What follows belongs to an exercise in optimizing a design on an open flow for small area, a short achievable clock period and few clock cycles; a production flow would make more cautious choices.
The RTL was checked by simulation tests, not by an equivalence proof against the original design.
The flow treats the clock pin as an ideal source, which a real chip does not have.
Power is estimated from default activity; no workload was simulated.

==> flow/design.v, too long to show whole: its modules and the start of the top module <==
// module element_process: 6138 lines
// module mnist_conv: 216 lines
module mnist_conv (
    input  wire        clk,
    input  wire        reset,
    input  wire        start,
    output wire        done,
    input  wire [11:0] img_base,
    input  wire [11:0] krn_base,
    input  wire [11:0] dst_base,
    output wire [11:0] img_addr,
    input  wire [15:0] img_rdata,
    output wire [11:0] krn_addr,
    input  wire [15:0] krn_rdata,
    output wire [11:0] dst_addr,
    output wire [15:0] dst_wdata,
    output wire        dst_we
);
  // ...
==> flow/flow/run.sh <==
#!/bin/bash
set -euo pipefail
SETUP_MARGIN=5.15
here=$(pwd)
sed 's/yosys synth -nofsm -noshare {\*}\$args/yosys synth -nofsm -noshare -noabc {*}$args/' \
    synth_recipe.tcl > noabc_synth.tcl
grep -q -- '-noshare -noabc' noabc_synth.tcl
sed -e "s|SYNTH_SCRIPT=[^ ]*|SYNTH_SCRIPT=$here/noabc_synth.tcl SETUP_SLACK_MARGIN=$SETUP_MARGIN|" \
    standard.sh > standard_noabc.sh
grep -q "SYNTH_SCRIPT=$here/noabc_synth.tcl SETUP_SLACK_MARGIN=$SETUP_MARGIN" standard_noabc.sh
bash standard_noabc.sh > flow_make.log 2>&1
==> flow/standard.sh <==
#!/bin/bash
# synth_recipe.tcl (not shown) runs the flow's synth.tcl, then flattens the netlist and writes it again
# the make line also repeats each setting of config.mk as NAME=value (left out here)
make -C /OpenROAD-flow-scripts/flow DESIGN_CONFIG=/design/flow/config.mk WORK_HOME=/design/flow/orfs CLKGATE_MAP_FILE= SYNTH_SCRIPT=/design/flow/synth_recipe.tcl "${@:-finish}"
==> flow/config.mk <==
export PLATFORM = sky130hd
export DESIGN_NAME = mnist_conv
export DESIGN_NICKNAME = mnist_conv
export VERILOG_FILES = /design/flow/design.v
export SDC_FILE = /design/flow/constraint.sdc
export NUM_CORES = 4
export LEC_CHECK = 0
export ABC_CLOCK_PERIOD_IN_PS = 3000
export CAP_MARGIN = 20
export CORE_MARGIN = 2
export CORE_UTILIZATION = 65
export CTS_CLUSTER_DIAMETER = 100
export CTS_CLUSTER_SIZE = 20
export SLEW_MARGIN = 20
==> flow/constraint.sdc <==
create_clock -name core_clock -period 8.0 [get_ports {clk}]
set_input_delay 1.6000 -clock core_clock [delete_from_list [all_inputs] [get_ports {clk}]]
set_output_delay 1.6000 -clock core_clock [all_outputs]
set_load 0.01 [all_outputs]
==> flow_summary.toml, run 1 <==
[timing]
hold_viol_final = 0
holdWs_ns = 0.312
finalSetupViolations = 0
fin_crit_sh_pct = 36.2
max_freq_mhz = 345

[detailed_routing]
drc = 0
final_antenna_net_count = 0

[min_path]
hold_end = "ring2[3][1]$_DFF_P_"
hold_depth = 0
hp-start = "ring1[3][1]$_DFF_P_"

[pwr]
p_leak_nw = 18.8
irDropWorstVdd_v = 0.000238
swShare_pct = 31.6
clock_power_mw = 3.10

[clock_network]
cts_resized = 219
clk_pin_slew_worst_paths_ns = 0.09
cts_tree = "done"

[synthesis]
synth-edff-count = 146
synth_cells = 4605
synth_common_cells = "nand2_1, dfxtp_1, fa_1, clkbuf_1, xnor2_1"
ys_warn_count = 12
ys_seq_elements = 1021
synth_fa_ha_area_share_pct = 32.5
yosysMostFrequentCell = "nand2_1"
synth_compound_area_share_pct = 3.41

[die]
dieArea_mm2 = 0.0850

[run_status]
status = "no timing/DRC/antenna violations"

[grt]
grtUsageMet2_pct = 61.2
gr-usage-met3_pct = 15.6
grt_pass1_vias = 37400

[worst_setup_path]
slowest_stage = "edfxtp_1"
worstPathRequired_ns = 8.54
rrSetupSlack_ns = 5.10
reg2reg_from = "win[3][6]$_DFFE_PP_"

[layout]
top_area_cell_class = "multi-input gates"
nClkBuffers = 89

[placed_design]
dpl-instance-area_mm2 = 0.0558
place.gp.congestion = 1.02
Testbench counts, summed over its fixed seeds: cycles 49,416.
==> run 2, diff against run 1 <==
--- a/flow/design.v
+++ b/flow/design.v
@@ -2873,18 +2873,18 @@
     wire s1761;
     wire s1762;
     wire c1763;
     wire s1764;
     wire c1765;
     wire s1766;
     wire c1767;
     wire s1768;
-    wire c1769;
-    wire s1770;
+    wire s1769;
+    wire c1770;
     wire s1771;
     wire c1772;
     wire s1773;
     wire c1774;
     wire s1775;
     wire c1776;
     wire s1777;
     wire c1778;
@@ -6105,40 +6105,40 @@
     always @(posedge clk) st3_q[24] <= s1757;
     always @(posedge clk) st3_q[25] <= s1739;
     always @(posedge clk) st3_q[26] <= c1758;
     always @(posedge clk) st3_q[27] <= s1759;
     always @(posedge clk) st3_q[28] <= s1743;
     always @(posedge clk) st3_q[29] <= c1760;
     always @(posedge clk) st3_q[30] <= s1761;
     always @(posedge clk) st3_q[31] <= s1746;
-    assign s1762 = st3_q[10] ^ st3_q[11] ^ st3_q[12];
-    assign c1763 = (st3_q[10] & st3_q[11]) | (st3_q[12] & (st3_q[10] ^ st3_q[11]));
-    assign s1764 = st3_q[19] ^ st3_q[20] ^ st3_q[21];
-    assign c1765 = (st3_q[19] & st3_q[20]) | (st3_q[21] & (st3_q[19] ^ st3_q[20]));
-    assign s1766 = st3_q[23] ^ st3_q[24] ^ st3_q[25];
-    assign c1767 = (st3_q[23] & st3_q[24]) | (st3_q[25] & (st3_q[23] ^ st3_q[24]));
-    assign s1768 = st3_q[26] ^ st3_q[27] ^ st3_q[28];
-    assign c1769 = (st3_q[26] & st3_q[27]) | (st3_q[28] & (st3_q[26] ^ st3_q[27]));
-    assign s1770 = st3_q[29] ^ st3_q[30] ^ st3_q[31];
-    assign s1771 = st3_q[13] ^ st3_q[14] ^ c1763;
-    assign c1772 = (st3_q[13] & st3_q[14]) | (c1763 & (st3_q[13] ^ st3_q[14]));
+    assign s1762 = ~(st3_q[19] ^ st3_q[20]);
+    assign c1763 = st3_q[19] | st3_q[20];
+    assign s1764 = ~(st3_q[23] ^ st3_q[24]);
+    assign c1765 = st3_q[23] | st3_q[24];
+    assign s1766 = ~(st3_q[26] ^ st3_q[27]);
+    assign c1767 = st3_q[26] | st3_q[27];
+    assign s1768 = ~(st3_q[29] ^ st3_q[30]);
+    assign s1769 = ~(st3_q[10] ^ st3_q[11]);
+    assign c1770 = st3_q[10] | st3_q[11];
+    assign s1771 = ~(st3_q[13] ^ st3_q[14]);
+    assign c1772 = st3_q[13] | st3_q[14];
     assign s1773 = ~(st3_q[15] ^ st3_q[16]);
     assign c1774 = st3_q[15] | st3_q[16];
     assign s1775 = ~(st3_q[17] ^ st3_q[18]);
     assign c1776 = st3_q[17] | st3_q[18];
-    assign s1777 = ~(st3_q[22] ^ s1764);
-    assign c1778 = st3_q[22] | s1764;
-    assign s1779 = ~(c1765 ^ s1766);
-    assign c1780 = c1765 | s1766;
-    assign s1781 = ~(c1767 ^ s1768);
-    assign c1782 = c1767 | s1768;
-    assign s1783 = ~(c1769 ^ s1770);
-    assign fa_x = {c1782, c1780, c1778, c1776, c1774, c1772, s1771, s1762, st3_q[9], st3_q[8], st3_q[7], st3_q[6], st3_q[4], st3_q[3], st3_q[2], st3_q[0]};
-    assign fa_y = {s1783, s1781, s1779, s1777, s1775, s1773, 1'b1, 1'b1, 1'b1, 1'b1, 1'b1, 1'b1, st3_q[5], 1'b1, 1'b1, st3_q[1]};
+    assign s1777 = st3_q[21] ^ st3_q[22] ^ s1762;
+    assign c1778 = (st3_q[21] & st3_q[22]) | (s1762 & (st3_q[21] ^ st3_q[22]));
+    assign s1779 = st3_q[25] ^ c1763 ^ s1764;
+    assign c1780 = (st3_q[25] & c1763) | (s1764 & (st3_q[25] ^ c1763));
+    assign s1781 = st3_q[28] ^ c1765 ^ s1766;
+    assign c1782 = (st3_q[28] & c1765) | (s1766 & (st3_q[28] ^ c1765));
+    assign s1783 = st3_q[31] ^ c1767 ^ s1768;
+    assign fa_x = {c1782, c1780, c1778, c1776, c1774, c1772, c1770, s1769, st3_q[9], st3_q[8], st3_q[7], st3_q[6], st3_q[4], st3_q[3], st3_q[2], st3_q[0]};
+    assign fa_y = {s1783, s1781, s1779, s1777, s1775, s1773, s1771, st3_q[12], 1'b1, 1'b1, 1'b1, 1'b1, st3_q[5], 1'b1, 1'b1, st3_q[1]};
     always @(posedge clk) y <= ~(fa_x + fa_y + 16'd1);
 endmodule
 module mnist_conv (
     input  wire        clk,
     input  wire        reset,
     input  wire        start,
     output wire        done,
     input  wire [11:0] img_base,
==> flow/flow/run.sh (replaced) <==
#!/bin/bash
# The standard layout (standard.sh) with these changes:
#  * synthesis skips the early "abc -fast" pass inside Yosys's synth command
#    (synth -noabc).  That pass restructures the full-adder trees before
#    extract_fa runs and leaves many inverters between adder cells; without
#    it extract_fa maps the trees cleanly.  Registers (names, count and cell
#    types) are the same as the standard synthesis: the final abc mapping
#    and dfflibmap are unchanged.
set -euo pipefail
SETUP_MARGIN=5.15
here=$(pwd)
sed 's/yosys synth -nofsm -noshare {\*}\$args/yosys synth -nofsm -noshare -noabc {*}$args/' \
    synth_recipe.tcl > noabc_synth.tcl
grep -q -- '-noshare -noabc' noabc_synth.tcl
sed -e "s|SYNTH_SCRIPT=[^ ]*|SYNTH_SCRIPT=$here/noabc_synth.tcl SETUP_SLACK_MARGIN=$SETUP_MARGIN POST_RESIZE_TCL=$here/flow/post_resize.tcl|" \
    standard.sh > standard_noabc.sh
grep -q "POST_RESIZE_TCL=$here/flow/post_resize.tcl" standard_noabc.sh
bash standard_noabc.sh > flow_make.log 2>&1
==> flow/flow/post_resize.tcl (new file) <==
# Flip-flops whose output drives many loads: upsize plain flip-flops to
# dfxtp_4, and give enable flip-flops (edfxtp exists only in size 1) a
# buffer.  Only drive strengths and buffers change.
set hook_db [ord::get_db]
set hook_block [ord::get_db_block]
set hook_ff4 [$hook_db findMaster sky130_fd_sc_hd__dfxtp_4]
set hook_up 0
set hook_buf 0
set hook_nets {}
foreach inst [$hook_block getInsts] {
  set master [[$inst getMaster] getName]
  if {$master ne "sky130_fd_sc_hd__dfxtp_1" && $master ne "sky130_fd_sc_hd__edfxtp_1"} { continue }
  set q [$inst findITerm Q]
  if {$q eq "NULL"} { continue }
  set net [$q getNet]
  if {$net eq "NULL"} { continue }
  set fo [expr {[llength [$net getITerms]] - 1}]
  if {$fo < 8} { continue }
  if {$master eq "sky130_fd_sc_hd__dfxtp_1"} {
    $inst swapMaster $hook_ff4
    incr hook_up
  } else {
    lappend hook_nets [$net getName]
    incr hook_buf
  }
}
foreach n $hook_nets { insert_buffer -buffer_cell sky130_fd_sc_hd__buf_4 -net [get_nets $n] }
puts "post_resize hook: $hook_up flip-flops upsized, $hook_buf buffered"
==> flow/config.mk (replaced) <==
export PLATFORM = sky130hd
export DESIGN_NAME = mnist_conv
export DESIGN_NICKNAME = mnist_conv
export VERILOG_FILES = /design/flow/design.v
export SDC_FILE = /design/flow/constraint.sdc
export NUM_CORES = 4
export LEC_CHECK = 0
export ABC_CLOCK_PERIOD_IN_PS = 3000
export CAP_MARGIN = 20
export CORE_MARGIN = 2
export CORE_UTILIZATION = 55
export CTS_CLUSTER_DIAMETER = 100
export CTS_CLUSTER_SIZE = 20
export SLEW_MARGIN = 20
==> flow_summary.toml, run 2 <==
[detailed_routing]
wl_per_cell_um = 30.3
drt_pass1_iterations = 5
final_antenna_net_count = 0
dr_total_vias = 35200
drc = 0
drt_first_iter_violations = 3825
routed_wl_um = 181000
via_per_inst = 5.90

[grt]
overflow = 0
grt_pass1_vias = 36400
grt_first_pass_wirelength_um = 259000
antenna_found_initial = 7
grt_use_total_pct = 37.1
grt_max_degree = 87

[synthesis]
synth_common_cells = "nand2_1, dfxtp_1, fa_1, clkbuf_1, xnor2_1"
synth-edff-count = 146
ys_seq_elements = 1021
yosysUniqueCellTypes = 59
postSynthAreaPerCell_um2 = 11.7
synth_cells = 4590
yosys.area.top_type_share_pct = 32.6
synth.area.top_cells = "dfxtp_1, fa_1, nand2_1"
synth_area_leader_cell = "dfxtp_1"
synthesis.nets = 5561
seq_area_frac_synth_pct = 40.7
ys_warn_count = 12
netlist_area_mm2 = 0.0538
ys.flop_type = "dfxtp_1"
async_flop_share_pct = 0
yosysMostFrequentCell = "nand2_1"

[worst_setup_path]
cp-end-kind = "register"
startpoint_type = "register"
crit_top_cell = "fa_1"
critPathBufInv = 0
crit_fanout = 19
arrival_ns = 3.47
slowest_stage = "dfxtp_2"
worstPathRequired_ns = 8.60
crit_chain = "nand2_1 -> fa_1 -> fa_1 -> fa_1"
setup.worst_path.start = "krd_q[5]$_DFF_P_"
critPathTopFamily = "adder cells"
reg2reg_from = "krd_q[5]$_DFF_P_"
cp_slowest_stage_delay_ns = 0.93
crit_type = "register to register"

[timing]
slew-limit-headroom_pct = 36.0
holdWs_ns = 0.310
finalSetupViolations = 0
max_freq_mhz = 347
fin_tns_setup_ns = 0
worst_pin_slew_ns = 0.959
finClkSkew_ns = 0.0389
finalMaxSlewViolations = 0
rsz0062_at_grt = "yes"
final.min_clock_period_ns = 2.88
hold_viol_final = 0
fin_crit_sh_pct = 36.0

[clock_network]
htreeDepth = 2
cts_made_buffers = 58
clock_sinks = 1021
cts_tree = "done"
cts.path.max_buffers = 3
cts-root-buf = "clkbuf_16"
clock_latency_ns = 0.72
clk_pin_slew_worst_paths_ns = 0.10

[placed_design]
io_buffers = 124
dpl-instance-area_mm2 = 0.0568
place_hpwl_um = 131000
place.gp.congestion = 1.00
dp_cells = 5843

[die]
ios = 125
start_util_pct = 55.5
fp.coreArea_mm2 = 0.0969
die_w_um = 317
die_h_um = 317
core.rowCount = 114
dieArea_mm2 = 0.100

[layout]
final_common_cell = "nand2_1"
largest-register = "mac.st1_q"
fin_cells = 5968
diodes = 0
fin_nets = 5624
top_regs = "mac.st1_q x280, win x144"
drive_gt1_share_pct = 11.7
design_area_mm2 = 0.0586
area_delta_synth_final_pct = 8.99
largest_reg_flops = 280
layout_common_cells = "nand2_1, fa_1, dfxtp_1, xnor2_1, o21ai_0"

[pwr]
power_mw = 12.8
p_leak_nw = 18.9
power_density_mw_per_mm2 = 219
irDropWorstVdd_v = 0.000223

[job]
maxCapViolCount = 0

[run_status]
status = "no timing/DRC/antenna violations"

[min_path]
hp-class = "register to register"
hp-start = "ring1[3][9]$_DFF_P_"
==> run 2: cell count changes after synthesis, moves of 8 or more <==
cell	previous run	this run
nor4_1	11	3
clkbuf_1	260	251
o21ai_1	0	13
a211oi_1	14	2
nor2_1	68	58
xnor2_1	232	245
nor3_1	22	11
==> run 2: worst paths after layout <==
path | slack [ns] | to | cells past startpoint
max reg2reg | 5.12 | mac.st1_q[239]$_DFF_P_ | 4
min | 0.31 | ring2[3][9]$_DFF_P_ | 0
min reg2reg | 0.31 | ring2[3][9]$_DFF_P_ | 0
max | 5.12 | mac.st1_q[239]$_DFF_P_ | 4
==> run 2: what timing repair did <==
| item | 4_1_cts | 5_1_grt |
|---|---|---|
| endpoints found under the setup margin | 87 | 44 |
| endpoints found under the hold margin | 0 | 0 |
| gates resized for setup | 255 | 22 |
| pin swaps | 0 | 3 |
| buffers inserted | 24 | 2 |
| hold buffers | 0 | 0 |
==> run 2: where the power goes <==
| group | total [mW] | internal, mW | switching, mW |
|---|---|---|---|
| Clock | 3.19 | 1.45 | 1.75 |
| Combinational | 3.43 | 1.50 | 1.92 |
| Sequential | 6.19 | 5.77 | 0.420 |
| Total | 12.8 | 8.72 | 4.09 |
==> run 2: per-stage QoR <==
stage          utilization [%]  worst slack [ns]
6_report                  60.5              5.12
5_1_grt                   60.5              5.11
4_1_cts                   60.5              5.04
3_5_place_dp              58.7              4.49
3_3_place_gp              57.9              4.49
2_1_floorplan                -              5.17
==> run 2: logic make-up (layout without fill, tap and decap cells) <==
| family | after synthesis | count (layout) | synth area share, % |
|---|---|---|---|
| AND/OR/NAND/NOR | 1430 | 1430 | 10.4 |
| buffers and inverters | 338 | 440 | 2.36 |
| flip-flops | 1021 | 1021 | 40.7 |
| multiplexers | 280 | 280 | 5.52 |
| adder cells (fa/ha/maj) | 900 | 900 | 32.5 |
| AO/OA/AOI/OAI | 299 | 299 | 3.20 |
| XOR/XNOR | 322 | 322 | 5.24 |
==> run 2: final cells by class <==
type	count	area [µm²]
Tap cell	1276	1600
Multi-Input combinational cell	3231	30700
Timing Repair Buffer	281	2170
Clock inverter	3	33.8
Clock buffer	96	1690
Fill cell	8059	38200
Sequential cell	1021	22200
Inverter	60	225
==> run 2: routing by layer <==
layer	vias up	track usage, %	wire, µm
met1	17900	48.5	68500
met5	-	0	17
met3	533	10.9	21300
met2	2190	56.5	79700
li1	14600	-	-
met4	2	18.9	11200
Testbench counts of run 2, summed over its fixed seeds: cycles 49,416.
==> module mnist_conv, before the edit <==
module mnist_conv (
    input  wire        clk,
    input  wire        reset,
    input  wire        start,
    output wire        done,
    input  wire [11:0] img_base,
    input  wire [11:0] krn_base,
    input  wire [11:0] dst_base,
    output wire [11:0] img_addr,
    input  wire [15:0] img_rdata,
    output wire [11:0] krn_addr,
    input  wire [15:0] krn_rdata,
    output wire [11:0] dst_addr,
    output wire [15:0] dst_wdata,
    output wire        dst_we
);
    localparam PIPE = 4;             
    localparam [11:0] WE_ON  = 12'd26 + PIPE;
    localparam [11:0] WE_OFF = 12'd2054 + PIPE;
    localparam [1:0] MV_R = 2'd0, MV_L = 2'd1, MV_D = 2'd2;
    reg         run, done_r, we_r;
    reg  [11:0] cnt;                 
    reg  [2:0]  ph;                  
    reg  [11:0] ka, ia, da;          
    reg  [15:0] krd_q;               
    reg  [15:0] pix_q, pix_s0, pix_s1;   
    reg         rd_on;               
    assign done     = done_r;
    assign dst_we   = we_r;
    assign krn_addr = ka;
    assign img_addr = ia;
    assign dst_addr = da;
    wire go = start & ~run & ~done_r;    
    always @(posedge clk) begin
        if (reset) begin
            run    <= 1'b0;
            done_r <= 1'b0;
            we_r   <= 1'b0;
            cnt    <= 12'd0;
            ph     <= 3'b001;
            rd_on  <= 1'b0;
        end else begin
            if (go) run <= 1'b1;
            if (run) begin
                cnt <= cnt + 12'd1;
                ph  <= {ph[1:0], ph[2]};
            end else begin
                cnt <= {11'd0, go};
                ph  <= go ? 3'b010 : 3'b001;
            end
            if (run && cnt == 12'd15) rd_on <= 1'b1;
            if (run && cnt == WE_ON) we_r <= 1'b1;
            if (run && cnt == WE_OFF) begin
                we_r   <= 1'b0;
                done_r <= 1'b1;
                run    <= 1'b0;
                rd_on  <= 1'b0;
                cnt    <= 12'd0;
                ph     <= 3'b001;
            end
        end
    end
    localparam [1:0] KD_P9 = 2'd0, KD_M17 = 2'd1, KD_P1 = 2'd2, KD_M18 = 2'd3;
    reg       kstream;
    reg [1:0] kd;
    reg [11:0] kstep;
    always @(*) begin
        case (kd)
            KD_P9:   kstep = 12'd9;
            KD_M17:  kstep = 12'hfef;
            KD_P1:   kstep = 12'd1;
            default: kstep = 12'hfee;
        endcase
    end
    always @(posedge clk) begin
        if (!run) begin
            ka      <= go ? krn_base + 12'd8 : krn_base;
            kstream <= 1'b0;
            kd      <= KD_P9;                               
        end else begin
            ka <= ka + kstep;
            if (cnt == 12'd23) kstream <= 1'b1;
            if (cnt == 12'd22)
                kd <= KD_P1;                                
            else if (kstream || cnt == 12'd23)
                kd <= ph[2] ? KD_M18 : KD_P9;               
            else
                kd <= ph[1] ? KD_M17 : KD_P9;               
        end
    end
    always @(posedge clk) krd_q <= krn_rdata;
    reg [15:0] ring0 [0:6], ring1 [0:6], ring2 [0:6];
    reg       ld0_direct, ld0_add;
    reg [6:1] ld_q;
    integer m;
    always @(posedge clk) begin
        ld0_direct <= run && (cnt == 12'd1 || cnt == 12'd2 || cnt == 12'd3);
        ld0_add    <= run && (cnt == 12'd4 || cnt == 12'd5 || cnt == 12'd6);
        for (m = 1; m < 7; m = m + 1)
            ld_q[m] <= run && (cnt == 3*m+4 || cnt == 3*m+5 || cnt == 3*m+6);
    end
    wire [15:0] ring0_sum = ring2[0] + krd_q;
    genvar j;
    generate
        for (j = 0; j < 7; j = j + 1) begin : g_ring
            always @(posedge clk) begin
                ring1[j] <= ring0[j];
                ring2[j] <= ring1[j];
            end
            if (j == 0) begin : g_r0
                always @(posedge clk)
                    ring0[0] <= ld0_add ? ring0_sum : (ld0_direct ? krd_q : ring2[0]);
            end else begin : g_rj
                always @(posedge clk)
                    ring0[j] <= ld_q[j] ? krd_q : ring2[j];
            end
        end
    endgenerate
    reg  [4:0]  rrow, rpos;
    reg  [1:0]  mv_q;
    reg  [11:0] jmp_q;
    wire        row0     = (rrow == 5'd0);
    wire        row_end  = (rpos == (row0 ? 5'd27 : 5'd25));
    wire [4:0]  n1_row   = row_end ? rrow + 5'd1 : rrow;
    wire        n1_odd   = row_end ? ~rrow[0] : rrow[0];
    wire        n1_first = row_end;                        
    wire        n1_end   = ~row_end & (rpos == (row0 ? 5'd26 : 5'd24));
    wire [1:0]  n1_mv    = n1_first ? MV_D : (n1_odd ? MV_L : MV_R);
    reg  [11:0] n1_jmp;
    always @(*) begin
        if (n1_end)
            n1_jmp = n1_odd ? 12'd28 : 12'd26;                
        else if (n1_odd)                                      
            n1_jmp = n1_first ? 12'hfc5 : 12'hfc7;            
        else
            n1_jmp = 12'hfc9;                                 
    end
    wire [1:0]  mv_cur  = mv_q;
    wire [11:0] ia_step = ph[0] ? jmp_q : (mv_q == MV_D ? 12'd1 : 12'd28);
    always @(posedge clk) begin
        if (!rd_on) begin
            ia    <= img_base;
            rrow  <= 5'd0;
            rpos  <= 5'd0;
            mv_q  <= MV_R;
            jmp_q <= 12'hfc9;
        end else begin
            ia <= ia + ia_step;
            if (ph[0]) begin
                rrow  <= n1_row;
                rpos  <= row_end ? 5'd0 : rpos + 5'd1;
                mv_q  <= n1_mv;
                jmp_q <= n1_jmp;
            end
        end
    end
    always @(posedge clk) begin
        pix_q  <= img_rdata;
        pix_s0 <= pix_q;
        pix_s1 <= pix_s0;
    end
    reg [1:0] mv_d [0:PIPE];
    integer i;
    always @(posedge clk) begin
        mv_d[0] <= (ph[0] & rd_on) ? mv_cur : mv_d[0];
        for (i = 1; i <= PIPE; i = i + 1) mv_d[i] <= mv_d[i-1];
    end
    reg [15:0] win [0:8];
    wire [15:0] nw0 = pix_s1, nw1 = pix_s0, nw2 = pix_q;
    wire [1:0] mv_w = mv_d[0];
    always @(posedge clk) begin
        if (ph[2]) begin
            case (mv_w)
                MV_R: begin
                    win[0] <= win[1]; win[1] <= win[2]; win[2] <= nw0;
                    win[3] <= win[4]; win[4] <= win[5]; win[5] <= nw1;
                    win[6] <= win[7]; win[7] <= win[8]; win[8] <= nw2;
                end
                MV_L: begin
                    win[2] <= win[1]; win[1] <= win[0]; win[0] <= nw0;
                    win[5] <= win[4]; win[4] <= win[3]; win[3] <= nw1;
                    win[8] <= win[7]; win[7] <= win[6]; win[6] <= nw2;
                end
                default: begin
                    win[0] <= win[3]; win[1] <= win[4]; win[2] <= win[5];
                    win[3] <= win[6]; win[4] <= win[7]; win[5] <= win[8];
                    win[6] <= nw0;    win[7] <= nw1;    win[8] <= nw2;
                end
            endcase
        end
    end
    element_process mac (
        .clk(clk),
        .t0(ring0[0]), .t1(ring0[1]), .t2(ring0[2]), .t3(ring0[3]),
        .t4(ring0[4]), .t5(ring0[5]), .t6(ring0[6]), .t7(krd_q),
        .w0(win[0]), .w1(win[1]), .w2(win[2]), .w3(win[3]),
        .w4(win[4]), .w5(win[5]), .w6(win[6]), .w7(win[7]),
        .y(dst_wdata)
    );
    wire [1:0] mv_o = mv_d[PIPE];
    reg [11:0] da_step;
    always @(*) begin
        case (mv_o)
            MV_R:    da_step = 12'd2745;    
            MV_L:    da_step = 12'd2743;    
            default: da_step = 12'd2770;    
        endcase
    end
    wire last_ch = (PIPE % 3 == 0) ? ph[2] : ((PIPE % 3 == 1) ? ph[0] : ph[1]);
    always @(posedge clk) begin
        if (we_r)
            da <= da + (last_ch ? da_step : 12'd676);
        else
            da <= dst_base;
    end
endmodule
==> run 3, diff against run 2 <==
--- a/flow/design.v
+++ b/flow/design.v
@@ -6276,12 +6276,19 @@
     wire [1:0]  mv_cur  = mv_q;
-    wire [11:0] ia_step = ph[0] ? jmp_q : (mv_q == MV_D ? 12'd1 : 12'd28);
+    reg  [11:0] ia_step;
     always @(posedge clk) begin
         if (!rd_on) begin
-            ia    <= img_base;
-            rrow  <= 5'd0;
-            rpos  <= 5'd0;
-            mv_q  <= MV_R;
-            jmp_q <= 12'hfc9;
+            ia      <= img_base;
+            rrow    <= 5'd0;
+            rpos    <= 5'd0;
+            mv_q    <= MV_R;
+            jmp_q   <= 12'hfc9;
+            ia_step <= 12'd28;                                
         end else begin
             ia <= ia + ia_step;
+            if (ph[0])
+                ia_step <= (n1_mv == MV_D) ? 12'd1 : 12'd28;
+            else if (ph[1])
+                ia_step <= (mv_q == MV_D) ? 12'd1 : 12'd28;
+            else
+                ia_step <= jmp_q;
             if (ph[0]) begin
--- a/flow/flow/run.sh
+++ b/flow/flow/run.sh
@@ -9,3 +9,3 @@
 set -euo pipefail
-SETUP_MARGIN=5.15
+SETUP_MARGIN=5.3
 here=$(pwd)
==> flow_summary.toml, run 3 <==
[run_status]
status = "no timing/DRC/antenna violations"

[synthesis]
yosysMostFrequentCell = "nand2_1"
postSynthAreaPerCell_um2 = 11.7
netlist_area_mm2 = 0.0542
yosysUniqueCellTypes = 72
yosys.area.top_type_share_pct = 32.6
synth_area_leader_cell = "dfxtp_1"
async_flop_share_pct = 0
synth-edff-count = 146
seq_area_frac_synth_pct = 40.6
synth_common_cells = "nand2_1, dfxtp_1, fa_1, clkbuf_1, xnor2_1"
ys.flop_type = "dfxtp_1"
synthesis.nets = 5621
synth.area.top_cells = "dfxtp_1, fa_1, nand2_1"
ys_warn_count = 12
synth_cells = 4650
ys_seq_elements = 1027

[worst_setup_path]
crit_type = "register to output pin"
critPathTopFamily = "flip-flops"
crit_chain = "buf_6"
worst-path-stages = 1
setup.worst_path.start = "done_r$_SDFFE_PP0P_"
crit_fanout = 4
reg2reg_to = "mac.st1_q[179]$_DFF_P_"
arrival_ns = 1.18
rrSetupSlack_ns = 5.33
cp_slowest_stage_delay_ns = 0.37
startpoint_type = "register"
worstPathRequired_ns = 6.40
ff2ff_path_depth = 6
cp-end-kind = "output pin"
critPathBufInv = 1
slowest_stage = "dfxtp_4"
reg2reg_from = "win[5][1]$_DFFE_PP_"

[detailed_routing]
wl_per_cell_um = 30.1
routed_wl_um = 182000
final_antenna_net_count = 0
via_per_inst = 5.92
drt_first_iter_violations = 3910
drc = 0
drt_pass1_iterations = 5
dr_total_vias = 35800

[die]
core.rowCount = 115
start_util_pct = 55.3
ios = 125
die_w_um = 318
dieArea_mm2 = 0.101
fp.coreArea_mm2 = 0.0980
die_h_um = 318

[layout]
top_regs = "mac.st1_q x280, win x144"
drive_gt1_share_pct = 12.1
largest-register = "mac.st1_q"
layout_common_cells = "nand2_1, fa_1, dfxtp_1, xnor2_1, o21ai_0"
final_common_cell = "nand2_1"
largest_reg_flops = 280
fill_cells = 7992
fin_nets = 5698
area_delta_synth_final_pct = 9.85

[min_path]
hold_end = "ring2[1][14]$_DFF_P_"
hp-class = "register to register"
hp-start = "ring1[1][14]$_DFF_P_"
hold_depth = 0

[pwr]
irDropWorstVdd_v = 0.000206
p_int_mw = 8.79
switchingPower_mw = 4.13
power_frac_seq_pct = 48.2
power_mw = 12.9
p_leak_nw = 19.1
combinationalPowerShare_pct = 27.3
power.share.clock_pct = 24.5
swShare_pct = 32.0
power_density_mw_per_mm2 = 217

[grt]
overflow = 0
grt_use_total_pct = 36.6
grt_max_degree = 108
antenna_found_initial = 4
grt_first_pass_wirelength_um = 261000
grt_pass1_vias = 37500

[timing]
final.min_clock_period_ns = 2.78
max_freq_mhz = 359
finClkSkew_ns = 0.0434
fin_crit_sh_pct = 34.8
worst_pin_slew_ns = 1.11
slew-limit-headroom_pct = 25.9
finalSetupViolations = 0
rsz0062_at_grt = "yes"
hold_viol_final = 0
fin_tns_setup_ns = 0
finalMaxSlewViolations = 0

[clock_network]
clock_sinks = 1027
cts.path.max_buffers = 3
cts_tree = "done"
cts-root-buf = "clkbuf_16"
cts_made_buffers = 59
clk_pin_slew_worst_paths_ns = 0.09
hold_buffers = 0
htreeDepth = 2
clock_latency_ns = 0.72

[placed_design]
place.gp.congestion = 1.02
io_buffers = 124
place_hpwl_um = 132000

[job]
maxCapViolCount = 0
[run 3: power groups by stage]
stage          Clock, mW  Combinational, mW  Sequential [mW]
2_1_floorplan          0               2.23             6.16
3_3_place_gp           0               3.33             6.37
3_5_place_dp           0               3.43             6.34
4_1_cts             3.22               3.50             6.22
5_1_grt             3.41               3.93             6.28
6_report            3.17               3.52             6.23
[run 3: worst max-delay path by stage]
stage | to | slack [ns]
6_report | done | 5.22
4_1_cts | dst_we | 5.17
3_3_place_gp | ka[8]$_DFF_P_ | 4.66
5_1_grt | done | 5.19
2_1_floorplan | ka[8]$_DFF_P_ | 5.33
3_5_place_dp | ka[8]$_DFF_P_ | 4.70
[run 3: what timing repair did]
action,4_1_cts,5_1_grt
setup buffers,29,11
gates resized for setup,328,43
pin swaps,1,7
endpoints found under the setup margin,241,171
[run 3: kinds of logic after synthesis]
family	Yosys count	share of synthesized area (%)
AO/OA/AOI/OAI	333	3.72
AND/OR/NAND/NOR	1471	10.8
buffers and inverters	346	2.41
multiplexers	269	5.26
adder cells (fa/ha/maj)	900	32.3
flip-flops	1027	40.6
XOR/XNOR	304	4.91
[run 3: layout make-up]
| type | instances | area, µm² | area share [%] |
|---|---|---|---|
| Sequential cell | 1027 | 22400 | 37.6 |
| Inverter | 65 | 251 | 0.423 |
| Timing Repair Buffer | 297 | 2650 | 4.46 |
| Tap cell | 1287 | 1610 | 2.71 |
| Clock buffer | 91 | 1620 | 2.72 |
| Multi-Input combinational cell | 3277 | 30900 | 52.0 |
| Clock inverter | 6 | 67.6 | 0.114 |
| Antenna cell | 2 | 5.00 | 0.00841 |
[run 3: metal layers]
layer	wire, µm	track usage, %	share of wire (%)	vias to the layer above
li1	-	-	-	14900
met1	70600	48.4	39	18100
met2	77500	54.2	43	2155
met3	21200	10.2	12	581
met4	12900	21.7	7.1	0
met5	0	0	0	-
[run 3: through the flow]
stage	util [%]	instance area (µm²)	setup WS (ns)	hold WS (ns)	instances
floorplan	-	54200	5.33	0.310	4650
global placement	57.7	56500	4.66	0.310	5850
detailed placement	58.4	57200	4.70	0.312	5913
CTS	60.5	59300	5.17	0.316	6039
global route	60.7	59500	5.19	0.328	6050
finish	60.7	59500	5.22	0.319	6052
Testbench counts of run 3, summed over its fixed seeds: cycles 49,416.
==> run 4, diff against run 3 <==
--- a/flow/flow/run.sh
+++ b/flow/flow/run.sh
@@ -14,5 +14,5 @@
 grep -q -- '-noshare -noabc' noabc_synth.tcl
-sed -e "s|SYNTH_SCRIPT=[^ ]*|SYNTH_SCRIPT=$here/noabc_synth.tcl SETUP_SLACK_MARGIN=$SETUP_MARGIN POST_RESIZE_TCL=$here/flow/post_resize.tcl|" \
+sed -e "s|SYNTH_SCRIPT=[^ ]*|SYNTH_SCRIPT=$here/noabc_synth.tcl SETUP_SLACK_MARGIN=$SETUP_MARGIN POST_RESIZE_TCL=$here/flow/post_resize.tcl POST_CTS_TCL=$here/flow/post_cts.tcl|" \
     standard.sh > standard_noabc.sh
-grep -q "POST_RESIZE_TCL=$here/flow/post_resize.tcl" standard_noabc.sh
+grep -q "POST_CTS_TCL=$here/flow/post_cts.tcl" standard_noabc.sh
 bash standard_noabc.sh > flow_make.log 2>&1
==> flow/flow/ff_drive.tcl (new file) <==
# Flip-flops whose output reaches many loads (counted through buffers):
# upsize plain flip-flops to dfxtp_4, and give enable flip-flops (edfxtp
# exists only in size 1) a buffer.  Only drive strengths and buffers change.
proc ffd_loads {net depth} {
  set n 0
  foreach it [$net getITerms] {
    if {[$it isOutputSignal]} { continue }
    set inst [$it getInst]
    set m [[$inst getMaster] getName]
    if {$depth < 4 && [regexp {__(buf|clkbuf)_[0-9]+$} $m]} {
      set o [$inst findITerm X]
      if {$o ne "NULL" && [$o getNet] ne "NULL"} {
        incr n [ffd_loads [$o getNet] [expr {$depth + 1}]]
        continue
      }
    }
    incr n
  }
  return $n
}
proc ffd_fix {min_loads} {
  set db [ord::get_db]
  set ff4 [$db findMaster sky130_fd_sc_hd__dfxtp_4]
  set up 0
  set nets {}
  foreach inst [[ord::get_db_block] getInsts] {
    set m [[$inst getMaster] getName]
    if {$m ne "sky130_fd_sc_hd__dfxtp_1" && $m ne "sky130_fd_sc_hd__dfxtp_2" && $m ne "sky130_fd_sc_hd__edfxtp_1"} { continue }
    set q [$inst findITerm Q]
    if {$q eq "NULL" || [$q getNet] eq "NULL"} { continue }
    set net [$q getNet]
    if {[ffd_loads $net 0] < $min_loads} { continue }
    if {$m eq "sky130_fd_sc_hd__edfxtp_1"} {
      if {[llength [$net getITerms]] - 1 >= $min_loads} { lappend nets [$net getName] }
    } else {
      $inst swapMaster $ff4
      incr up
    }
  }
  foreach n $nets { insert_buffer -buffer_cell sky130_fd_sc_hd__buf_4 -net [get_nets $n] }
  puts "ff_drive: $up flip-flops upsized, [llength $nets] outputs buffered"
}
==> flow/flow/post_cts.tcl (new file) <==
source [file join [file dirname [info script]] ff_drive.tcl]
ffd_fix 8
detailed_placement
==> flow/flow/post_resize.tcl (replaced) <==
source [file join [file dirname [info script]] ff_drive.tcl]
ffd_fix 8
==> flow_summary.toml, run 4 <==
[synthesis]
synth_area_leader_cell = "dfxtp_1"
synthesis.nets = 5621
yosysMostFrequentCell = "nand2_1"
ys_warn_count = 12
ys_seq_elements = 1027
synth-edff-count = 146
synth.area.top_cells = "dfxtp_1, fa_1, nand2_1"
yosysUniqueCellTypes = 72
synth_cells = 4650
async_flop_share_pct = 0
yosys.area.top_type_share_pct = 32.6
postSynthAreaPerCell_um2 = 11.7
synth_common_cells = "nand2_1, dfxtp_1, fa_1, clkbuf_1, xnor2_1"
netlist_area_mm2 = 0.0542
ys.flop_type = "dfxtp_1"
seq_area_frac_synth_pct = 40.6

[pwr]
irDropWorstVdd_v = 0.000171
power_density_mw_per_mm2 = 216
p_leak_nw = 19.1

[clock_network]
clock_sinks = 1027
clock_latency_ns = 0.72
clk_pin_slew_worst_paths_ns = 0.09
cts_tree = "done"

[grt]
grt_pass1_vias = 37600
grt_use_total_pct = 36.8
overflow = 0
grt_first_pass_wirelength_um = 263000
antenna_found_initial = 8
grt_max_degree = 108

[die]
start_util_pct = 55.3
dieArea_mm2 = 0.101
core.rowCount = 115
die_w_um = 318
die_h_um = 318
fp.coreArea_mm2 = 0.0980
ios = 125

[timing]
fin_tns_setup_ns = 0
slew-limit-headroom_pct = 32.8
rsz0062_at_grt = "yes"
finalSetupViolations = 0
finalMaxSlewViolations = 0
max_freq_mhz = 358
hold_viol_final = 0
worst_pin_slew_ns = 1.01
finClkSkew_ns = 0.0544
final.min_clock_period_ns = 2.79
fin_crit_sh_pct = 34.9

[worst_setup_path]
cp-end-kind = "output pin"
reg2reg_from = "win[5][0]$_DFFE_PP_"
critPathTopFamily = "flip-flops"
arrival_ns = 1.19
ff2ff_path_depth = 6
crit_chain = "buf_6"
slowest_stage = "dfxtp_4"
crit_type = "register to output pin"
critPathBufInv = 1
startpoint_type = "register"
worstPathRequired_ns = 6.40
rrSetupSlack_ns = 5.33
reg2reg_to = "mac.st1_q[82]$_DFF_P_"
cp_slowest_stage_delay_ns = 0.37
crit_fanout = 2

[layout]
fin_nets = 5697
largest-register = "mac.st1_q"
drive_gt1_share_pct = 12.4
layout_common_cells = "nand2_1, fa_1, dfxtp_1, xnor2_1, o21ai_0"
fill_cells = 8012
top_regs = "mac.st1_q x280, win x144"
design_area_mm2 = 0.0596
area_delta_synth_final_pct = 10.0
largest_reg_flops = 280
final_common_cell = "nand2_1"

[min_path]
hold_depth = 0
hold_end = "ring2[3][3]$_DFF_P_"
hp-start = "ring1[3][3]$_DFF_P_"
hp-class = "register to register"

[run_status]
status = "no timing/DRC/antenna violations"

[detailed_routing]
drt_pass1_iterations = 6
wl_per_cell_um = 30.1
drc = 0
drt_first_iter_violations = 3667
dr_total_vias = 35700
via_per_inst = 5.89
routed_wl_um = 182000
final_antenna_net_count = 0

[job]
maxCapViolCount = 0

[placed_design]
io_buffers = 124
place_hpwl_um = 132000
dpl-instance-area_mm2 = 0.0574
place.gp.congestion = 1.02
## run 4: changes by cell type in the layout (fill, tap and decap cells not counted), sizes merged
cell / change
bufinv: +1
buf: -2
inv: -2
clkbuf: +5
## run 4: how the worst max path moves through the flow
| stage | from | depth (start not counted) | slack [ns] | endpoint |
|---|---|---|---|---|
| after floorplan | krn_base[5] | 5 | 5.33 | ka[8]$_DFF_P_ |
| after global placement | krn_base[5] | 6 | 4.66 | ka[8]$_DFF_P_ |
| after detailed placement | krn_base[5] | 6 | 4.72 | ka[8]$_DFF_P_ |
| after global routing | ka[3]$_DFF_P_ | 1 | 5.18 | krn_addr[3] |
| final | ka[3]$_DFF_P_ | 1 | 5.21 | krn_addr[3] |
## run 4: cell families after synthesis
kind of cell               share of synthesized area [%]
AOI/OAI and AO/OA                                   3.72
xor gates and xnor gates                            4.91
adders and majority gates                           32.3
buffers and inverters                               2.41
DFF                                                 40.6
muxes                                               5.26
and+or+nand+nor                                     10.8
## run 4: routing by layer
| metal | vias up | global-route usage, % | part of all wire [%] |
|---|---|---|---|
| li1 | 14900 | - | - |
| met1 | 18100 | 48.9 | 39 |
| met2 | 2099 | 54.9 | 43 |
| met3 | 571 | 10.1 | 12 |
| met4 | 6 | 20.3 | 6.7 |
| met5 | - | 0.189 | 0.022 |
## run 4: final cells by class, without the clock buffers
class	count	area (µm²)	area share [%]
Timing Repair Buffer	297	2670	4.48
Sequential cell	1027	22500	37.7
Tap cell	1287	1610	2.70
Antenna cell	2	5.00	0.00840
Multi-Input combinational cell	3277	30900	51.9
Inverter	65	251	0.422
Clock inverter	5	68.8	0.115
## run 4: where the power goes
| part | internal, mW | switching, mW | leakage [nW] |
|---|---|---|---|
| Clock | 1.42 | 1.75 | 0.808 |
| Sequential | 5.78 | 0.432 | 8.62 |
| Combinational | 1.59 | 1.91 | 9.68 |
| Total | 8.79 | 4.10 | 19.1 |
## run 4: stage by stage
step / instances / utilization [%] / total power, mW / setup slack, ns / hold slack [ns]
2_1_floorplan: 4650 / - / 8.39 / 5.33 / 0.310
3_3_place_gp: 5850 / 57.7 / 9.71 / 4.66 / 0.310
5_1_grt: 6052 / 60.8 / 13.6 / 5.18 / 0.328
6_report: 6054 / 60.8 / 12.9 / 5.21 / 0.321
3_5_place_dp: 5913 / 58.5 / 9.76 / 4.72 / 0.312
==> run 5, diff against run 4 <==
--- a/flow/flow/run.sh
+++ b/flow/flow/run.sh
@@ -9,3 +9,3 @@
 set -euo pipefail
-SETUP_MARGIN=5.3
+SETUP_MARGIN=5.25
 here=$(pwd)
==> flow_summary.toml, run 5 <==
[run_status]
status = "no timing/DRC/antenna violations"

[synthesis]
ys_warn_count = 12
yosys.area.top_type_share_pct = 32.6
synth-xor-area-share_pct = 4.91
synthMuxAreaShare_pct = 5.26
synth_common_cells = "nand2_1, dfxtp_1, fa_1, clkbuf_1, xnor2_1"
synth-edff-count = 146
synth_cells = 4650
netlist_area_mm2 = 0.0542
yosysMostFrequentCell = "nand2_1"
synth_area_leader_cell = "dfxtp_1"
synth.area.top_cells = "dfxtp_1, fa_1, nand2_1"
yosysUniqueCellTypes = 72
synth_top_family_by_area = "adder cells"
postSynthAreaPerCell_um2 = 11.7
synth_compound_area_share_pct = 3.72
synthesis.nets = 5621
async_flop_share_pct = 0
seq_area_frac_synth_pct = 40.6
ys_seq_elements = 1027
ys.flop_type = "dfxtp_1"
synth_fa_ha_area_share_pct = 32.3
synth-simple-area-share_pct = 10.8

[clock_network]
cts_tree = "done"
clock_sinks = 1027
clock_latency_ns = 0.72
clk_pin_slew_worst_paths_ns = 0.10

[pwr]
p_leak_nw = 19.1
irDropWorstVdd_v = 0.000172
power_density_mw_per_mm2 = 216

[worst_setup_path]
rrSetupSlack_ns = 5.25
startpoint_type = "register"
slowest_stage = "dfxtp_4"
ff2ff_path_depth = 5
crit_chain = "buf_6"
worst-path-stages = 1
cp-end-kind = "output pin"
arrival_ns = 1.19
crit_fanout = 2
crit_type = "register to output pin"
critPathTopFamily = "flip-flops"
cp_slowest_stage_delay_ns = 0.37
critPathBufInv = 1
worstPathRequired_ns = 6.40

[detailed_routing]
drt_pass1_iterations = 6
drt_first_iter_violations = 3982
drc = 0
dr_total_vias = 36100
via_per_inst = 5.96
wl_per_cell_um = 30.2
final_antenna_net_count = 0
routed_wl_um = 183000

[die]
fp.coreArea_mm2 = 0.0980
ios = 125
die_w_um = 318
core.rowCount = 115
start_util_pct = 55.3
dieArea_mm2 = 0.101
die_h_um = 318

[timing]
final.min_clock_period_ns = 2.79
worst_pin_slew_ns = 1.00
finalMaxSlewViolations = 0
hold_viol_final = 0
fin_tns_setup_ns = 0
slew-limit-headroom_pct = 33.0
fin_crit_sh_pct = 34.9
max_freq_mhz = 358
finalSetupViolations = 0
rsz0062_at_grt = "yes"
finClkSkew_ns = 0.0558
holdWs_ns = 0.319

[layout]
top_regs = "mac.st1_q x280, win x144"
seqCellArea_mm2 = 0.0225
layout_common_cells = "nand2_1, fa_1, dfxtp_1, xnor2_1, o21ai_0"
multi_input_area_mm2 = 0.0309
largest_reg_flops = 280
largest-register = "mac.st1_q"
drive_gt1_share_pct = 12.4
fin_nets = 5697
final_common_cell = "nand2_1"
area_delta_synth_final_pct = 9.98
fill_cells = 8019

[min_path]
hp-class = "register to register"
hold_depth = 0

[placed_design]
io_buffers = 124
place_hpwl_um = 132000
place.gp.congestion = 1.02

[grt]
grt_pass1_vias = 37500
grt_first_pass_wirelength_um = 262000
antenna_found_initial = 7
grt_max_degree = 108
grt_use_total_pct = 36.8
overflow = 0

[job]
maxCapViolCount = 0
[run 5: through the flow]
stage	setup slack (ns)	util [%]	area (µm²)	cells	total power, mW
floorplan	5.33	-	54200	4650	8.39
global route	5.18	60.8	59600	6052	13.6
detailed placement	4.72	58.5	57400	5913	9.76
global placement	4.66	57.7	56500	5850	9.71
finish	5.21	60.8	59600	6057	12.9
[run 5: path summary, 6_finish.rpt]
path                         from               endpoint
min          ring1[4][15]$_DFF_P_   ring2[4][15]$_DFF_P_
min reg2reg  ring1[4][15]$_DFF_P_   ring2[4][15]$_DFF_P_
max reg2reg   win[6][0]$_DFFE_PP_  mac.st1_q[82]$_DFF_P_
max                 ka[3]$_DFF_P_            krn_addr[3]
[run 5: final cells by class, without the clock buffers]
| cell class | count | area share, % |
|---|---|---|
| Clock inverter | 5 | 0.115 |
| Sequential cell | 1027 | 37.7 |
| Timing Repair Buffer | 297 | 4.42 |
| Multi-Input combinational cell | 3277 | 51.9 |
| Inverter | 65 | 0.422 |
| Tap cell | 1287 | 2.70 |
| Antenna cell | 5 | 0.0210 |
[run 5: logic make-up (layout without fill, tap and decap cells)]
family          after synthesis  count (layout)
flops                      1027            1027
other cells                   0               5
xor+xnor                    304             304
fa+ha+maj                   900             900
buf+inv                     346             461
simple gates               1471            1471
compound gates              333             333
mux                         269             269
[run 5: per-layer routing]
metal  vias to the layer above  GRT usage (%)  wire (µm)
met3                       583           10.1      20800
met1                     18300           48.9      70800
met5                         -          0.189         27
met2                      2235           54.8      78700
met4                         4           20.5      12500
li1                      15000              -          -
[run 5: report_power, final]
part	total, mW	internal (mW)	switching, mW
clock	3.17	1.42	1.75
combinational	3.50	1.58	1.92
sequential	6.22	5.78	0.433
total	12.9	8.78	4.10
==> run 6, diff against run 5 <==
--- a/flow/flow/ff_drive.tcl
+++ b/flow/flow/ff_drive.tcl
@@ -42 +42,14 @@
 }
+# Port buffers that the placement step left as delay cells
+# (clkdlybuf4s50_1): swap them for buf_2, a plain buffer of half the area.
+proc ffd_port_bufs {} {
+  set b2 [[ord::get_db] findMaster sky130_fd_sc_hd__buf_2]
+  set n 0
+  foreach inst [[ord::get_db_block] getInsts] {
+    if {[[$inst getMaster] getName] ne "sky130_fd_sc_hd__clkdlybuf4s50_1"} { continue }
+    if {![string match "input*" [$inst getName]] && ![string match "output*" [$inst getName]]} { continue }
+    $inst swapMaster $b2
+    incr n
+  }
+  puts "ff_drive: $n port buffers swapped to buf_2"
+}
==> flow/flow/post_resize.tcl (replaced) <==
source [file join [file dirname [info script]] ff_drive.tcl]
ffd_fix 8
ffd_port_bufs
==> flow_summary.toml, run 6 <==
[die]
dieArea_mm2 = 0.101
start_util_pct = 55.3
fp.coreArea_mm2 = 0.0980
die_w_um = 318
die_h_um = 318
ios = 125
core.rowCount = 115

[timing]
hold_viol_final = 0
slew-limit-headroom_pct = 32.2
finalSetupViolations = 0
final.min_clock_period_ns = 2.79
worst_pin_slew_ns = 1.02
finalMaxSlewViolations = 0
finClkSkew_ns = 0.0675
rsz0062_at_grt = "yes"
holdWs_ns = 0.317
max_freq_mhz = 359
fin_crit_sh_pct = 34.8
fin_tns_setup_ns = 0

[min_path]
hold_depth = 0
hp-start = "ring1[3][3]$_DFF_P_"
hold_end = "ring2[3][3]$_DFF_P_"
hp-class = "register to register"

[placed_design]
place.gp.congestion = 1.02
place_hpwl_um = 132000
io_buffers = 124

[worst_setup_path]
crit_type = "register to output pin"
critPathBufInv = 1
crit_chain = "buf_6"
cp-end-kind = "output pin"
arrival_ns = 1.19
startpoint_type = "register"
worstPathRequired_ns = 6.40
reg2reg_from = "win[6][0]$_DFFE_PP_"
cp_slowest_stage_delay_ns = 0.37
critPathTopFamily = "flip-flops"
ff2ff_path_depth = 5
rrSetupSlack_ns = 5.26
crit_fanout = 4
reg2reg_to = "mac.st1_q[82]$_DFF_P_"
slowest_stage = "dfxtp_4"

[synthesis]
synth.area.top_cells = "dfxtp_1, fa_1, nand2_1"
synth_cells = 4650
async_flop_share_pct = 0
yosys.area.top_type_share_pct = 32.6
yosysMostFrequentCell = "nand2_1"
synth_area_leader_cell = "dfxtp_1"
ys_warn_count = 12
ys_seq_elements = 1027
netlist_area_mm2 = 0.0542
postSynthAreaPerCell_um2 = 11.7
ys.flop_type = "dfxtp_1"
synth-edff-count = 146
yosysUniqueCellTypes = 72
seq_area_frac_synth_pct = 40.6
synthesis.nets = 5621
synth_common_cells = "nand2_1, dfxtp_1, fa_1, clkbuf_1, xnor2_1"

[detailed_routing]
routed_wl_um = 182000
drt_first_iter_violations = 4027
via_per_inst = 5.91
wl_per_cell_um = 30.1
drt_pass1_iterations = 6
final_antenna_net_count = 0
drc = 0
dr_total_vias = 35800

[clock_network]
cts_tree = "done"
clock_latency_ns = 0.73
clk_pin_slew_worst_paths_ns = 0.09
clock_sinks = 1027

[grt]
overflow = 0
grt_first_pass_wirelength_um = 262000
antenna_found_initial = 8
grt_use_total_pct = 36.7
grt_max_degree = 108
grt_pass1_vias = 37500

[pwr]
p_leak_nw = 19.1
power_density_mw_per_mm2 = 217
irDropWorstVdd_v = 0.000207

[layout]
largest-register = "mac.st1_q"
layout_common_cells = "nand2_1, fa_1, dfxtp_1, xnor2_1, o21ai_0"
final_common_cell = "nand2_1"
fin_util_pct = 60.4
fin_nets = 5695
largest_reg_flops = 280
area_delta_synth_final_pct = 9.22
drive_gt1_share_pct = 13.8
top_regs = "mac.st1_q x280, win x144"

[job]
maxCapViolCount = 0

[run_status]
status = "no timing/DRC/antenna violations"
## run 6: cell count changes in the layout (fill, tap and decap cells not counted), moves of 2 or more
cell / delta
buf_6: -3
dfxtp_4: -3
clkdlybuf4s50_1: -70
buf_2: +71
clkbuf_8: +2
diode_2: -2
clkbuf_1: -2
dfxtp_1: +2
## run 6: cell type report, without the clock buffers
cell class,count,area [µm²]
Clock inverter,5,50.0
Timing Repair Buffer,295,2260
Multi-Input combinational cell,3277,30900
Sequential cell,1027,22500
Tap cell,1287,1610
Antenna cell,3,7.51
Inverter,65,251
Fill cell,8108,38800
## run 6: power breakdown
group          total, mW  switching (mW)  leakage [nW]  internal [mW]
registers           6.21           0.428          8.62           5.78
clock network       3.15            1.76         0.796           1.39
logic               3.48            1.92          9.66           1.56
## run 6: kinds of logic (layout without fill, tap and decap cells)
logic type               after synthesis  in the layout  share of synthesized area, %
AO/OA/AOI/OAI                        333            333                          3.72
AND/OR/NAND/NOR                     1471           1471                          10.8
multiplexers                         269            269                          5.26
flip-flops                          1027           1027                          40.6
other                                  0              3                             0
buffers and inverters                346            458                          2.41
XOR/XNOR                             304            304                          4.91
adder cells (fa/ha/maj)              900            900                          32.3
## run 6: worst max path at each step
| stage | from | end | slack (ns) | cells past startpoint |
|---|---|---|---|---|
| after global routing | done_r$_SDFFE_PP0P_ | done | 5.18 | 1 |
| after floorplan | krn_base[5] | ka[8]$_DFF_P_ | 5.33 | 5 |
| final | done_r$_SDFFE_PP0P_ | done | 5.21 | 1 |
| after detailed placement | mv_d[0][0]$_DFFE_PP_ | win[0][10]$_DFFE_PP_ | 4.87 | 5 |
| after global placement | krn_base[5] | ka[8]$_DFF_P_ | 4.66 | 6 |
## run 6: metal layers
metal / share of wire, % / up-vias / track usage [%]
met4: 6.7 / 4 / 20.1
met3: 12 / 569 / 9.97
met1: 39 / 18100 / 48.8
li1: - / 14900 / -
met5: 0.012 / - / 0.142
met2: 43 / 2182 / 54.9
## run 6: stage by stage
stage               worst slack (ns)  instances  power, mW  cell area (µm²)
detailed placement              4.87       5913       9.68            56700
global placement                4.66       5850       9.71            56500
floorplan                       5.33       4650       8.39            54200
global route                    5.18       6049       13.5            59200
finish                          5.21       6052       12.8            59200
==> run 7, diff against run 6 <==
--- a/flow/flow/run.sh
+++ b/flow/flow/run.sh
@@ -9,3 +9,3 @@
 set -euo pipefail
-SETUP_MARGIN=5.25
+SETUP_MARGIN=5.3
 here=$(pwd)
--- a/flow/config.mk
+++ b/flow/config.mk
@@ -13,2 +13,3 @@
 export CTS_CLUSTER_SIZE = 20
+export PLACE_DENSITY = 0.7
 export SLEW_MARGIN = 20
==> flow_summary.toml, run 7 <==
[die]
start_util_pct = 55.3
die_w_um = 318
dieArea_mm2 = 0.101
core.rowCount = 115
fp.coreArea_mm2 = 0.0980
die_h_um = 318
ios = 125

[synthesis]
synthMuxAreaShare_pct = 5.26
synth_area_leader_cell = "dfxtp_1"
synthesis.nets = 5621
synth_top_family_by_area = "adder cells"
synth_cells = 4650
postSynthAreaPerCell_um2 = 11.7
synth-edff-count = 146
yosys.area.top_type_share_pct = 32.6
synth-xor-area-share_pct = 4.91
seq_area_frac_synth_pct = 40.6
synth-simple-area-share_pct = 10.8
netlist_area_mm2 = 0.0542
ys_seq_elements = 1027
synth_common_cells = "nand2_1, dfxtp_1, fa_1, clkbuf_1, xnor2_1"
yosysMostFrequentCell = "nand2_1"
yosysUniqueCellTypes = 72
synth_fa_ha_area_share_pct = 32.3
async_flop_share_pct = 0
ys_warn_count = 12
ys.flop_type = "dfxtp_1"
synth.area.top_cells = "dfxtp_1, fa_1, nand2_1"
synth_compound_area_share_pct = 3.72

[worst_setup_path]
cp-end-kind = "output pin"
worstPathRequired_ns = 6.40
crit_type = "register to output pin"
startpoint_type = "register"
cp_slowest_stage_delay_ns = 0.37
arrival_ns = 1.19
slowest_stage = "dfxtp_2"
setup.worst_path.start = "da[2]$_DFF_P_"
crit_fanout = 2
critPathTopFamily = "flip-flops"
critPathBufInv = 1
crit_chain = "buf_6"
reg2reg_from = "win[5][2]$_DFFE_PP_"

[pwr]
power_density_mw_per_mm2 = 217
power.share.clock_pct = 24.8
combinationalPowerShare_pct = 27.0
power_frac_seq_pct = 48.2
p_leak_nw = 19.1
p_int_mw = 8.71
swShare_pct = 32.2
irDropWorstVdd_v = 0.000246
switchingPower_mw = 4.14

[layout]
top_regs = "mac.st1_q x280, win x144"
fin_nets = 5689
final_common_cell = "nand2_1"
drive_gt1_share_pct = 13.9
largest-register = "mac.st1_q"
largest_reg_flops = 280
area_delta_synth_final_pct = 9.28
layout_common_cells = "nand2_1, fa_1, dfxtp_1, xnor2_1, o21ai_0"
fin_util_pct = 60.4

[min_path]
hp-class = "register to register"
hp-start = "ring1[1][10]$_DFF_P_"

[placed_design]
io_buffers = 124
place.gp.congestion = 1.03
place_hpwl_um = 127000
pre_cts_ws_ns = 5.02

[clock_network]
clock_latency_ns = 0.72
clk_pin_slew_worst_paths_ns = 0.10
clock_sinks = 1027
cts_tree = "done"

[grt]
grt_max_degree = 259
grt_first_pass_wirelength_um = 258000
overflow = 0
antenna_found_initial = 6
grt_use_total_pct = 35.8
grt_pass1_vias = 37800

[timing]
holdWs_ns = 0.317
worst_pin_slew_ns = 1.06
timing.final.ws_setup_ns = 5.21
max_freq_mhz = 358
finalSetupViolations = 0
finClkSkew_ns = 0.0328
final.min_clock_period_ns = 2.79
finalMaxSlewViolations = 0
hold_viol_final = 0
fin_crit_sh_pct = 34.9
slew-limit-headroom_pct = 29.4
fin_tns_setup_ns = 0
rsz0062_at_grt = "yes"

[detailed_routing]
routed_wl_um = 179000
wl_per_cell_um = 29.6
final_antenna_net_count = 0
drt_pass1_iterations = 7
via_per_inst = 6.03
drt_first_iter_violations = 4013
dr_total_vias = 36500
drc = 0

[job]
maxCapViolCount = 0

[run_status]
status = "no timing/DRC/antenna violations"
[run 7: logic make-up after synthesis]
family	count (synthesis)
adders and majority gates	900
DFF	1027
AOI/OAI and AO/OA	333
and+or+nand+nor	1471
muxes	269
buffers and inverters	346
xor gates and xnor gates	304
[run 7: metrics by stage]
step	std cells	cell area (µm²)	total power, mW
floorplan	4650	54200	8.39
global placement	5842	56500	9.63
detailed placement	5908	56700	9.66
global route	6047	59200	13.5
finish	6049	59200	12.9
[run 7: power groups by stage]
stage	registers, mW	clock network, mW	logic (mW)
6_report	6.20	3.19	3.47
5_1_grt	6.24	3.40	3.83
3_5_place_dp	6.30	0	3.36
3_3_place_gp	6.35	0	3.28
2_1_floorplan	6.16	0	2.23
[run 7: final timing paths]
kind,end,slack (ns),depth (start not counted)
hold / removal,ring2[1][10]$_DFF_P_,0.32,0
setup / recovery,dst_addr[2],5.21,1
hold reg to reg,ring2[1][10]$_DFF_P_,0.32,0
setup reg to reg,mac.st1_q[152]$_DFF_P_,5.30,6
[run 7: area by class of cell, without the clock buffers]
class | instances | area, µm²
tap | 1287 | 1610
multi-input combinational | 3277 | 30900
clock inverter | 10 | 125
inverter | 65 | 248
fill | 7847 | 38800
antenna | 2 | 5.00
sequential | 1027 | 22500
timing repair buffer | 288 | 2210
[run 7: routing by layer]
metal / GRT usage [%] / up-vias / share of wire (%)
met2: 53.4 / 2706 / 43
met4: 23.0 / 4 / 8.1
met1: 44.9 / 18000 / 35
li1: - / 14900 / -
met5: 0.615 / - / 0.037
met3: 12.1 / 815 / 14
==> run 8, diff against run 7 <==
--- a/flow/flow/run.sh
+++ b/flow/flow/run.sh
@@ -9,3 +9,3 @@
 set -euo pipefail
-SETUP_MARGIN=5.3
+SETUP_MARGIN=5.25
 here=$(pwd)
--- a/flow/config.mk
+++ b/flow/config.mk
@@ -13,3 +13,3 @@
 export CTS_CLUSTER_SIZE = 20
-export PLACE_DENSITY = 0.7
+export GPL_ROUTABILITY_DRIVEN = 0
 export SLEW_MARGIN = 20
==> flow_summary.toml, run 8 <==
[run_status]
status = "no timing/DRC/antenna violations"

[worst_setup_path]
rrSetupSlack_ns = 5.29
arrival_ns = 1.20
slowest_stage = "dfxtp_4"
crit_chain = "buf_6"
reg2reg_to = "mac.st1_q[34]$_DFF_P_"
crit_type = "register to output pin"
cp_slowest_stage_delay_ns = 0.36
cp-end-kind = "output pin"
critPathBufInv = 1
ff2ff_path_depth = 5
startpoint_type = "register"
reg2reg_from = "win[7][0]$_DFFE_PP_"
critPathTopFamily = "flip-flops"
worstPathRequired_ns = 6.40
crit_fanout = 2

[pwr]
power.share.clock_pct = 24.7
swShare_pct = 32.0
combinationalPowerShare_pct = 27.0
irDropWorstVdd_v = 0.000233
power_mw = 12.9
power_density_mw_per_mm2 = 217
power_frac_seq_pct = 48.3
p_int_mw = 8.74
switchingPower_mw = 4.12
p_leak_nw = 19.1

[synthesis]
yosys.area.top_type_share_pct = 32.6
ys_seq_elements = 1027
seq_area_frac_synth_pct = 40.6
postSynthAreaPerCell_um2 = 11.7
synth-edff-count = 146
yosysUniqueCellTypes = 72
synth_area_leader_cell = "dfxtp_1"
ys.flop_type = "dfxtp_1"
synth_common_cells = "nand2_1, dfxtp_1, fa_1, clkbuf_1, xnor2_1"
ys_warn_count = 12
netlist_area_mm2 = 0.0542
synth.area.top_cells = "dfxtp_1, fa_1, nand2_1"
async_flop_share_pct = 0
yosysMostFrequentCell = "nand2_1"
synthesis.nets = 5621
synth_cells = 4650

[timing]
finalMaxSlewViolations = 0
worst_pin_slew_ns = 1.05
final.min_clock_period_ns = 2.80
fin_crit_sh_pct = 35.0
rsz0062_at_grt = "yes"
max_freq_mhz = 357
hold_viol_final = 0
fin_tns_setup_ns = 0
finalSetupViolations = 0
slew-limit-headroom_pct = 30.3
finClkSkew_ns = 0.0226

[min_path]
hp-class = "register to register"
hold_end = "ring2[2][5]$_DFF_P_"
hp-start = "ring1[2][5]$_DFF_P_"
hold_depth = 0

[placed_design]
dp_cells = 5914
place_hpwl_um = 130000
io_buffers = 124
dpl-instance-area_mm2 = 0.0567

[die]
dieArea_mm2 = 0.101
start_util_pct = 55.3
fp.coreArea_mm2 = 0.0980
die_w_um = 318
core.rowCount = 115
ios = 125
die_h_um = 318

[layout]
final_common_cell = "nand2_1"
largest-register = "mac.st1_q"
layout_common_cells = "nand2_1, fa_1, dfxtp_1, xnor2_1, o21ai_0"
fin_util_pct = 60.4
diodes = 0
top_regs = "mac.st1_q x280, win x144"
design_area_mm2 = 0.0592
fin_cells = 6052
fin_nets = 5696
drive_gt1_share_pct = 13.9
area_delta_synth_final_pct = 9.24
largest_reg_flops = 280

[detailed_routing]
dr_total_vias = 35900
drt_pass1_iterations = 6
wl_per_cell_um = 29.8
via_per_inst = 5.94
drt_first_iter_violations = 3845
routed_wl_um = 180000
drc = 0
final_antenna_net_count = 0

[clock_network]
clock_sinks = 1027
clk_pin_slew_worst_paths_ns = 0.09
clock_latency_ns = 0.72
cts_tree = "done"

[job]
maxCapViolCount = 0

[grt]
antenna_found_initial = 3
overflow = 0
grt_use_total_pct = 36.2
grt_max_degree = 98
grt_first_pass_wirelength_um = 258000
grt_pass1_vias = 37500
-- run 8: worst max-delay path by stage --
stage / startpoint / endpoint / slack (ns) / depth (start not counted)
after detailed placement: kd[1]$_SDFF_PN0_ / ka[8]$_DFF_P_ / 5.07 / 10
after floorplan: krn_base[5] / ka[8]$_DFF_P_ / 5.33 / 5
after global placement: krn_base[5] / ka[10]$_DFF_P_ / 4.64 / 7
after global routing: ka[3]$_DFF_P_ / krn_addr[3] / 5.18 / 1
final: we_r$_SDFFE_PP0P_ / dst_we / 5.20 / 1
-- run 8: final cells by class, without the clock buffers --
class,instances,area (µm²)
inverters,65,251
clock inverters,5,65.1
multi-input cells,3277,30900
fillers,8074,38800
well taps,1287,1610
repair buffers,296,2230
flip-flops and latches,1027,22500
-- run 8: power by group through the flow --
| stage | Sequential [mW] | Clock [mW] | Combinational, mW |
|---|---|---|---|
| 6_report | 6.21 | 3.18 | 3.47 |
| 5_1_grt | 6.26 | 3.41 | 3.86 |
| 2_1_floorplan | 6.16 | 0 | 2.23 |
| 3_3_place_gp | 6.36 | 0 | 3.34 |
| 3_5_place_dp | 6.32 | 0 | 3.37 |
-- run 8: logic make-up after synthesis --
logic type | share of synthesized area [%]
XOR/XNOR | 4.91
multiplexers | 5.26
buffers and inverters | 2.41
adder cells (fa/ha/maj) | 32.3
AO/OA/AOI/OAI | 3.72
AND/OR/NAND/NOR | 10.8
flip-flops | 40.6
-- run 8: through the flow --
stage,worst slack (ns),hold WS (ns)
6_report,5.20,0.320
5_1_grt,5.18,0.328
3_5_place_dp,5.07,0.312
3_3_place_gp,4.64,0.310
2_1_floorplan,5.33,0.310
-- run 8: per-layer routing --
layer / up-vias / GRT usage, % / part of all wire [%]
li1: 14900 / - / -
met1: 18100 / 47.3 / 38
met2: 2216 / 54.1 / 43
met3: 666 / 10.3 / 12
met4: 2 / 21.1 / 7.2
met5: - / 0 / 0.0072

[afterwards: timing with drivers on the ports]
The flow's constraints put no driver on any port. The routed layouts listed below were extracted and timed again, unchanged, in two steps. Step 1 (the two cells are an assumption about what drives the block):
set clk [get_ports {clk}]
set_driving_cell -lib_cell sky130_fd_sc_hd__clkbuf_16 $clk
set_driving_cell -lib_cell sky130_fd_sc_hd__buf_2 [delete_from_list [all_inputs] $clk]
Step 2 adds t to the input delays and takes it off the output delays; t is the mean of the earliest and latest rising clock arrival at the registers after step 1. Input paths then give back, and output paths get back, about the clock's delay inside the block. Slacks: no drivers / after step 1 / after step 2; pairs: no drivers / after step 1.
| run | shift t [ns] | setup WS [ns] | latest minus earliest clock arrival (ns) | worst slew at a driven data input, ns |
|---|---|---|---|---|
| run 1 | 0.729 | 5.103 / 5.103 / 4.690 | 0.040 / 0.040 | 0.08 |
| run 2 | 0.774 | 5.121 / 5.119 / 4.618 | 0.042 / 0.042 | 0.06 |
| run 3 | 0.774 | 5.218 / 5.141 / 4.682 | 0.046 / 0.045 | 0.07 |
| run 4 | 0.768 | 5.210 / 5.135 / 4.725 | 0.055 / 0.055 | 0.07 |
| run 5 | 0.768 | 5.210 / 5.134 / 4.723 | 0.056 / 0.056 | 0.07 |
| run 6 | 0.774 | 5.214 / 5.137 / 5.106 | 0.068 / 0.068 | 0.07 |
| run 7 | 0.786 | 5.205 / 5.128 / 5.120 | 0.034 / 0.035 | 0.05 |
| run 8 | 0.782 | 5.203 / 5.127 / 5.061 | 0.026 / 0.025 | 0.06 |
After both steps setup and hold are still met in every run listed. The setup slack of run 3, which loses most, moves by -0.077 ns with the drivers and by -0.536 ns with both steps.
